Context: an optimization exercise on an open-source flow, tuned for small area. The choices shown serve that exercise and are no tape-out recipe.
Only simulation tests tie the RTL to the original design; equivalence was not proved.
Power and IR drop assume default switching activity.

## red
// security
module security
		#(
			parameter	MAIN_MEM_ADDR = 14,
			parameter	CACHE_ADDR = 7,
			parameter 	PREG_PROTECT_LOW = 384,
			parameter 	PREG_PROTECT_HIGH = 767
		)
		(
			input clock,
			input reset,
			input [MAIN_MEM_ADDR-1:0]	mainmem_address,
			input [CACHE_ADDR-1:0]		cache_address,
			input 						MemoryAccess,
			input 						cache_hit,
			input 						cache_miss,
			output	reg					IRQ,
			output	wire				VVV_STATE
		);
Size in the first run: roughly 28 I/O pins.
Settings: LEC_CHECK=0, CAP_MARGIN=5, CORE_MARGIN=2, CORE_UTILIZATION=55, CTS_BUF_LIST=sky130_fd_sc_hd__clkbuf_8, CTS_CLUSTER_DIAMETER=50, CTS_CLUSTER_SIZE=16, GPL_TIMING_DRIVEN=0, SLEW_MARGIN=5, SYNTH_HIERARCHICAL=1, SYNTH_MINIMUM_KEEP_SIZE=0; clock period 6.0 ns.
standard.sh (not shown) runs the stock make flow with config.mk's settings and CLKGATE_MAP_FILE= SYNTH_SCRIPT=/design/flow/synth_recipe.tcl, a recipe that flattens the netlist after the stock synthesis.
==> flow/flow/run.sh <==
#!/bin/bash
# Own layout flow: the standard flow (standard.sh, standard synthesis unchanged) with
# - input/output port buffers of the smallest buffer cell (resized later by repair_design),
# - clock tree from clkbuf_8 cells without dummy loads,
# - power (area) recovery on paths with positive slack after global routing.
set -euo pipefail
export BUFFER_PORTS_ARGS="-buffer_cell sky130_fd_sc_hd__buf_1"
export CTS_ARGS="-sink_clustering_enable -repair_clock_nets -buf_list sky130_fd_sc_hd__clkbuf_8 -sink_clustering_size 18 -sink_clustering_max_diameter 50 -dont_use_dummy_load"
export RECOVER_POWER=100
bash standard.sh > standard_flow.log 2>&1
#### Input delta (blue over red)
# red
export LEC_CHECK = 0
export CAP_MARGIN = 5
export CORE_MARGIN = 2
export CORE_UTILIZATION = 55
export CTS_BUF_LIST = sky130_fd_sc_hd__clkbuf_8
export CTS_CLUSTER_DIAMETER = 50
export CTS_CLUSTER_SIZE = 16
export GPL_TIMING_DRIVEN = 0
export SLEW_MARGIN = 5
export SYNTH_HIERARCHICAL = 1
export SYNTH_MINIMUM_KEEP_SIZE = 0
create_clock -name core_clock -period 6.0 [get_ports {clock}]
# blue
export LEC_CHECK = 0
export CAP_MARGIN = 10
export CORE_MARGIN = 2
export CORE_UTILIZATION = 55
export CTS_BUF_LIST = sky130_fd_sc_hd__clkbuf_8
export CTS_CLUSTER_DIAMETER = 50
export CTS_CLUSTER_SIZE = 16
export GPL_TIMING_DRIVEN = 0
export SLEW_MARGIN = 10
export SYNTH_HIERARCHICAL = 1
export SYNTH_MINIMUM_KEEP_SIZE = 0
create_clock -name core_clock -period 6.0 [get_ports {clock}]
--- a/flow/flow/run.sh
+++ b/flow/flow/run.sh
@@ -8 +8 @@
-export CTS_ARGS="-sink_clustering_enable -repair_clock_nets -buf_list sky130_fd_sc_hd__clkbuf_8 -sink_clustering_size 18 -sink_clustering_max_diameter 50 -dont_use_dummy_load"
+export CTS_ARGS="-sink_clustering_enable -repair_clock_nets -buf_list sky130_fd_sc_hd__clkbuf_8 -sink_clustering_size 16 -sink_clustering_max_diameter 50 -dont_use_dummy_load"
==> comparison <==
The area overhead of the layout relative to synthesis reported for blue is smaller than that of red by 0.43 points.
blue reports a higher power than red does.
Of blue and red, blue shows the higher global-route usage, with red below it.
Modified inputs, green compared to blue
--- a/flow/flow/run.sh
+++ b/flow/flow/run.sh
@@ -2,0 +3,2 @@
+# - every combinational cell downsized to its smallest drive strength before floorplanning
+#   (flow/downsize.tcl, a PRE_FLOORPLAN hook); repair sizes up what timing needs,
@@ -6,0 +9,2 @@
+here="$(cd "$(dirname "${BASH_SOURCE[0]}")" && pwd)"
+export PRE_FLOORPLAN_TCL="$here/downsize.tcl"
==> flow/flow/downsize.tcl (new file) <==
# PRE_FLOORPLAN hook: give every combinational cell of the synthesized netlist the
# smallest-area drive strength of its function. Registers, tie cells, clock cells,
# buffers and delay cells are left as synthesis made them. The later repair steps
# (repair_design, repair_timing) size cells back up where timing, slew or load need it.
set db [ord::get_db]
set block [ord::get_db_block]
array set best {}
foreach lib [$db getLibs] {
  foreach m [$lib getMasters] {
    set n [$m getName]
    if { [regexp {^(sky130_fd_sc_hd__[a-z0-9]+)_([0-9]+)$} $n -> base drv] } {
      if { [lsearch -exact $::env(DONT_USE_CELLS) $n] >= 0 } { continue }
      set a [expr { [$m getWidth] * [$m getHeight] }]
      if { ![info exists best($base)] || $a < [lindex $best($base) 1] } {
        set best($base) [list $n $a]
      }
    }
  }
}
set swapped 0
set saved 0
foreach inst [$block getInsts] {
  set m [$inst getMaster]
  set name [$m getName]
  if { ![regexp {^(sky130_fd_sc_hd__([a-z0-9]+))_([0-9]+)$} $name -> base func drv] } { continue }
  if { [regexp {^(df|edf|sdf|sedf|dl|conb|clk|buf|tap|fill|decap|diode|probe|lpflow|ebuf|einv)} $func] } {
    continue
  }
  if { ![info exists best($base)] } { continue }
  set a [expr { [$m getWidth] * [$m getHeight] }]
  if { [lindex $best($base) 1] < $a } {
    replace_cell [$inst getName] [lindex $best($base) 0]
    incr swapped
    set saved [expr { $saved + $a - [lindex $best($base) 1] }]
  }
}
puts "downsize: $swapped instances downsized, [format %.1f [expr { $saved / 1e6 }]] um2 saved"
==> summary.txt <==
Both conditions hold for green: the flow ran to the end and the final layout passed the timing, DRC and antenna checks. The run with more setup slack is green; blue has less. NOTE: global-route usage in green exceeds that of blue. Route | green vs blue | wire longer in green. Compared with blue, in green fmax shows an increase of about 1.6%, peak supply drop shows an increase of about 20%. Against blue, green comes in 1.0 points higher on clock share of power. REG_STATES[94] as the destination of the critical timing path was reported by green, and REG_STATES[317] by blue. Re number of DRC markers in iteration 0: green and blue aren't equal, and the higher value belongs to blue. On net switching power, blue tracks green almost exactly. Compared green vs blue, and number of non-clock buffers in the layout is up in green. Diff blue -> green | count of clock-net buffers in the final layout | up by more than 10%.

## what the ideal ports hide
No port has a modelled driver above. Below, the same layouts with a new extraction and two added sets of constraints. Step 1: set_driving_cell puts a clkbuf_16 on clock and a buf_2 on each other input, an assumption about the parent block. Step 2, shift: input delay + t, output delay - t, t = (earliest + latest rising clock arrival at the registers) / 2. This alone moves slack from input paths to output paths. Slacks: ideal ports / drivers / drivers and shift; pairs: ideal ports / drivers.
run | t (ns) | setup WS [ns] | hold WS [ns] | worst setup path at the end | pins driven straight from the clock port
red | 0.617 | 0.245 / 0.241 / -0.376 | 0.881 / 0.881 / 0.881 | input to register | 1
blue | 0.621 | 0.190 / 0.181 / -0.441 | 0.827 / 0.836 / 0.875 | input to register | 1
green | 0.566 | 0.283 / 0.281 / -0.285 | 0.940 / 0.942 / 1.078 | input to register | 1
Met with ideal ports but missed after step 2: setup timing in every run listed. For blue, which loses most, drivers alone change the setup slack by -0.009 ns; drivers and shift together by -0.631 ns.
